Background: an optimization exercise with open tools, aiming at small area and a short achievable clock period. Do not read the settings as production practice. The RTL was checked by simulation tests, not by an equivalence proof against the original design. Power and IR drop assume default switching activity.

Setup of v40:
Design rvcpu, start of the top module:
module rvcpu (
  input  wire          clk,
  input  wire          rst,
  input  wire [31 : 0] inst,
  output wire [63 : 0] inst_addr,
  output wire          inst_ena,
  output wire          wb_ena,
  output wire [4 : 0]  wb_addr,
  output wire [63 : 0] wb_data
);
For scale: roughly 170 I/O pins.
Settings: LEC_CHECK=0, CAP_MARGIN=35, CORE_MARGIN=2, CORE_UTILIZATION=55, CTS_CLUSTER_DIAMETER=80, CTS_CLUSTER_SIZE=20, SLEW_MARGIN=35, SYNTH_HIERARCHICAL=1; clock period 12.0 ns.
standard.sh (not shown) runs the stock make flow with config.mk's settings and CLKGATE_MAP_FILE= SYNTH_SCRIPT=/design/flow/synth_recipe.tcl, a recipe that flattens the netlist after the stock synthesis.
==> flow/flow/run.sh <==
#!/bin/bash
# Layout flow: the standard flow (standard.sh: ORFS from synthesis to
# finish, with config.mk's settings) with two changes:
#  - timing repair aims at 5.75 ns of setup slack (SETUP_SLACK_MARGIN);
#  - at the end of global routing, post_grt.tcl recovers area: cells off the
#    critical paths get smaller drive strengths while the worst setup slack is
#    kept (downsize.tcl, with the load limits in caplimits.tcl).
# ORFS writes each step's log under orfs/logs; standard.sh's own output goes
# to standard.log here.
set -euo pipefail
export SETUP_SLACK_MARGIN=5.75
export POST_GLOBAL_ROUTE_TCL="$PWD/flow/post_grt.tcl"
bash standard.sh > standard.log 2>&1
==> flow/flow/downsize.tcl <==
proc ds_log {msg} { puts "DOWNSIZE: $msg" }
source [file join [file dirname [info script]] caplimits.tcl]
array set ::ds_fam {}
set ds_dont_use {}
if {[info exists ::env(DONT_USE_CELLS)]} { set ds_dont_use $::env(DONT_USE_CELLS) }
foreach lc [get_lib_cells */*] {
  set n [get_name $lc]
  if {[lsearch -exact $ds_dont_use $n] >= 0} continue
  if {![regexp {^(sky130_fd_sc_hd__[a-z0-9]+)_([0-9]+)$} $n -> fam sz]} continue
  if {[regexp {^sky130_fd_sc_hd__(df|edf|sdf|dl|clk|tap|fill|decap|conb|probe|lpflow|dly|ebuf|einv)} $fam]} continue
  lappend ::ds_fam($fam) [list [get_property $lc area] $n]
}
foreach f [array names ::ds_fam] { set ::ds_fam($f) [lsort -real -index 0 -unique $::ds_fam($f)] }
# the port buffers the flow inserts (clkdlybuf4s*) may become plain buffers
foreach lc [get_lib_cells */sky130_fd_sc_hd__clkdlybuf4s*] {
  if {[regexp {^(sky130_fd_sc_hd__clkdlybuf4s[0-9]+)_([0-9]+)$} [get_name $lc] -> fam sz]} {
    set ::ds_fam($fam) $::ds_fam(sky130_fd_sc_hd__buf)
  }
}
set ::ds_margin 0.3
if {[info exists ::env(DS_MARGIN)]} { set ::ds_margin $::env(DS_MARGIN) }
set ::ds_scene [sta::cmd_scene]
set ::ds_guard 0.15
if {[info exists ::env(DS_GUARD)]} { set ::ds_guard $::env(DS_GUARD) }

proc ds_est {} { estimate_parasitics -global_routing }
proc ds_viol {} { return [expr {[sta::max_slew_violation_count] + [sta::max_capacitance_violation_count]}] }
# does instance name (now of master ref) keep the margin to its limits?
proc ds_ok_limits {name ref} {
  global ds_maxcap ds_margin ds_scene
  set key [string range $ref 17 end]
  if {![info exists ds_maxcap($key)]} { return 0 }
  foreach p [get_pins -of_objects [get_cells $name] -filter "direction == output"] {
    set n [get_nets -quiet -of_objects $p]
    if {$n eq ""} continue
    set cap [expr {[$n capacitance $ds_scene max] * 1e12}]
    if {$cap > (1.0 - $ds_margin) * $ds_maxcap($key)} { return 0 }
    foreach q [get_pins -of_objects $n] {
      set sl [get_property $q slew_max]
      if {$sl ne "" && $sl > (1.0 - $ds_margin) * 1.5} { return 0 }
    }
  }
  return 1
}
# worst setup slack at the outputs of instance name
proc ds_slack {name} {
  set s 1e9
  foreach p [get_pins -of_objects [get_cells $name] -filter "direction == output"] {
    set ps [get_property $p slack_max]
    if {$ps ne "" && $ps < $s} { set s $ps }
  }
  return $s
}
# changes: list of {name old new}
proc ds_apply {changes} { foreach c $changes { replace_cell [lindex $c 0] [lindex $c 2] } }
proc ds_revert {changes} { foreach c $changes { replace_cell [lindex $c 0] [lindex $c 1] } }
proc ds_judge {changes} {
  global ds_floor ds_v0
  ds_apply $changes
  ds_est
  set ok [expr {[worst_slack -max] >= $ds_floor && [ds_viol] <= $ds_v0}]
  if {$ok} {
    foreach c $changes {
      if {![ds_ok_limits [lindex $c 0] [lindex $c 2]] || [ds_slack [lindex $c 0]] < $ds_floor + $::ds_guard} { set ok 0; break }
    }
  }
  if {!$ok} { ds_revert $changes; ds_est }
  return $ok
}
proc ds_try {changes} {
  global ds_accepted ds_tests
  if {[llength $changes] == 0} return
  incr ds_tests
  if {[ds_judge $changes]} { lappend ds_accepted {*}$changes; return }
  if {[llength $changes] == 1} return
  set h [expr {[llength $changes] / 2}]
  ds_try [lrange $changes 0 [expr {$h - 1}]]
  ds_try [lrange $changes $h end]
}

ds_est
set wns0 [worst_slack -max]
set ::ds_floor $wns0
set ::ds_v0 [ds_viol]
ds_log "start wns $wns0 slew/cap violations $::ds_v0"
set t0 [clock milliseconds]
set ::ds_accepted {}
set ::ds_tests 0
# two rounds: first to the smallest size, then to the next smaller size
foreach round {0 1} {
  set cands {}
  foreach c [get_cells *] {
    set ref [get_property $c ref_name]
    if {![regexp {^(sky130_fd_sc_hd__[a-z0-9]+)_([0-9]+)$} $ref -> fam sz]} continue
    if {![info exists ::ds_fam($fam)]} continue
    set a [get_property [get_lib_cells */$ref] area]
    set smaller {}
    foreach o $::ds_fam($fam) { if {[lindex $o 0] < $a} { lappend smaller [lindex $o 1] } }
    if {[llength $smaller] == 0} continue
    set dbi [[ord::get_db_block] findInst [get_full_name $c]]
    if {$dbi eq "NULL"} continue
    set onclk 0
    foreach it [$dbi getITerms] {
      set nt [$it getNet]
      if {$nt ne "NULL" && [$nt getSigType] eq "CLOCK"} { set onclk 1 }
    }
    if {$onclk} continue
    set s 1e9
    foreach p [get_pins -of_objects $c -filter "direction == output"] {
      set ps [get_property $p slack_max]
      if {$ps ne "" && $ps < $s} { set s $ps }
    }
    if {$s < $::ds_floor + $::ds_guard + 0.02} continue
    # sizes whose load limit keeps the margin (the load does not depend on the size)
    set capok {}
    set cap 0.0
    foreach p [get_pins -of_objects $c -filter "direction == output"] {
      set n [get_nets -quiet -of_objects $p]
      if {$n ne ""} { set cap [expr {max($cap, [$n capacitance $::ds_scene max] * 1e12)}] }
    }
    foreach o $smaller {
      set key [string range $o 17 end]
      if {[info exists ::ds_maxcap($key)] && $cap <= (1.0 - $::ds_margin) * $::ds_maxcap($key)} { lappend capok $o }
    }
    if {[llength $capok] == 0} continue
    set new [expr {$round == 0 ? [lindex $capok 0] : [lindex $capok end]}]
    lappend cands [list $s [get_full_name $c] $ref $new]
  }
  set cands [lsort -real -decreasing -index 0 $cands]
  # quick look at each change alone (the parasitics of the nets it touches are
  # then only estimated, so this only sorts out hopeless changes)
  set changes {}
  foreach cd $cands {
    lassign $cd s name ref new
    replace_cell $name $new
    set good [expr {[worst_slack -max] >= $::ds_floor && [ds_viol] <= $::ds_v0 && [ds_ok_limits $name $new] && [ds_slack $name] >= $::ds_floor + $::ds_guard}]
    replace_cell $name $ref
    if {$good} { lappend changes [list $name $ref $new] }
  }
  ds_est
  ds_log "round $round: [llength $changes] candidates"
  set B 256
  for {set i 0} {$i < [llength $changes]} {incr i $B} {
    ds_try [lrange $changes $i [expr {$i + $B - 1}]]
  }
  ds_log "round $round: [llength $::ds_accepted] changes kept after $::ds_tests tests, [expr {([clock milliseconds]-$t0)/1000}] s"
}
set saved 0.0
foreach c $::ds_accepted {
  set saved [expr {$saved + [get_property [get_lib_cells */[lindex $c 1]] area] - [get_property [get_lib_cells */[lindex $c 2]] area]}]
}
ds_est
ds_log "changed [llength $::ds_accepted] cells, saved [format %.1f $saved] um2; wns [worst_slack -max]"
Other scripts of this flow, unchanged in this note and not shown: flow/flow/caplimits.tcl, flow/flow/post_grt.tcl
v40 closes out successfully: all stages finished, all timing, DRC and antenna checks passed.
--- input diff v40..v31 ---
==> flow/flow/run.sh <==
#!/bin/bash
# Layout flow: the standard flow (standard.sh: ORFS from synthesis to
# finish, with config.mk's settings) with two changes:
#  - timing repair aims at 5.5 ns of setup slack (SETUP_SLACK_MARGIN);
#  - at the end of global routing, post_grt.tcl recovers area: cells off the
#    critical paths get smaller drive strengths while the worst setup slack is
#    kept (downsize.tcl, changed cells keeping 0.05 ns of slack above the worst, with the load limits in caplimits.tcl).
# ORFS writes each step's log under orfs/logs; standard.sh's own output goes
# to standard.log here.
set -euo pipefail
export SETUP_SLACK_MARGIN=5.5
export DS_GUARD=0.05
export POST_GLOBAL_ROUTE_TCL="$PWD/flow/post_grt.tcl"
bash standard.sh > standard.log 2>&1
v31 was carried through to the last stage, and its layout satisfied the timing, design-rule and antenna checks. Comparing v40 and v31, clock share of power is lower on v40. v40 → v31: routed wire length now sits lower, sequential share of layout area rose by 0.87 points. As of v31, via count had risen slightly compared to v40. Compared v40 against v31; wire length of the first global-routing pass within noise. Comparing v40 and v31, the higher fraction of layout cells with a size suffix above 1 was measured on v40. v40 ended up with sky130_fd_sc_hd__a22oi_2 as its cell with the largest stage delay on the worst path; v31 ended up with sky130_fd_sc_hd__nor3_2. Delta(final period utilization, v31 - v40) > 0. v31 vs. v40: buffering overhead went down by 0.24 points. Delta (v31 minus v40): design area -1.6%; total design power -0.27 mW.
#### Input delta (v19 over v31)
==> flow/flow/run.sh <==
#!/bin/bash
# Layout flow: the standard flow (standard.sh: ORFS from synthesis to
# finish, with config.mk's settings) with two changes:
#  - timing repair aims at 5.5 ns of setup slack (SETUP_SLACK_MARGIN);
#  - at the end of global routing, post_grt.tcl recovers area: cells off the
#    critical paths get smaller drive strengths while the worst setup slack is
#    kept (downsize.tcl, with the load limits in caplimits.tcl).
# ORFS writes each step's log under orfs/logs; standard.sh's own output goes
# to standard.log here.
set -euo pipefail
export SETUP_SLACK_MARGIN=5.5
export POST_GLOBAL_ROUTE_TCL="$PWD/flow/post_grt.tcl"
bash standard.sh > standard.log 2>&1
### Flow results
- Comparing v31 with v19, the aggregate routed wire length came out essentially unchanged.
- Lower synthesis-to-layout area growth goes to v31 over v19.
- | buffer share of cell area | v19 vs v31 | 0.68 points higher |

==> static timing again, ports no longer ideal <==
The results above use ideal ports. As a check the final layouts listed here were re-extracted and re-timed, cells and wires unchanged. Step 1, drivers: a clkbuf_16 drives clk and a buf_2 each remaining input, both assumed. Step 2 times the ports against the registers' clock, not the clock port: input delays grow and output delays shrink by t, the midpoint of the rising clock arrivals with the driver on. Slacks: no drivers / after step 1 / after step 2; pairs: no drivers / after step 1.
| run | shift t [ns] | slack for setup (ns) | hold WS [ns] | worst setup path at the end | pins driven straight from the clock port |
|---|---|---|---|---|---|
| v40 | 0.912 | 5.265 / 5.259 / 4.347 | 0.601 / 0.601 / 0.601 | input to register | 1 |
| v31 | 0.892 | 5.207 / 5.215 / 4.323 | 0.571 / 0.571 / 0.571 | input to register | 1 |
| v19 | 0.892 | 5.291 / 5.279 / 4.387 | 0.570 / 0.570 / 0.570 | input to register | 1 |
After both steps setup and hold are still met in every run listed. The setup slack of v40, which loses most, moves by -0.006 ns with the drivers and by -0.918 ns with both steps.
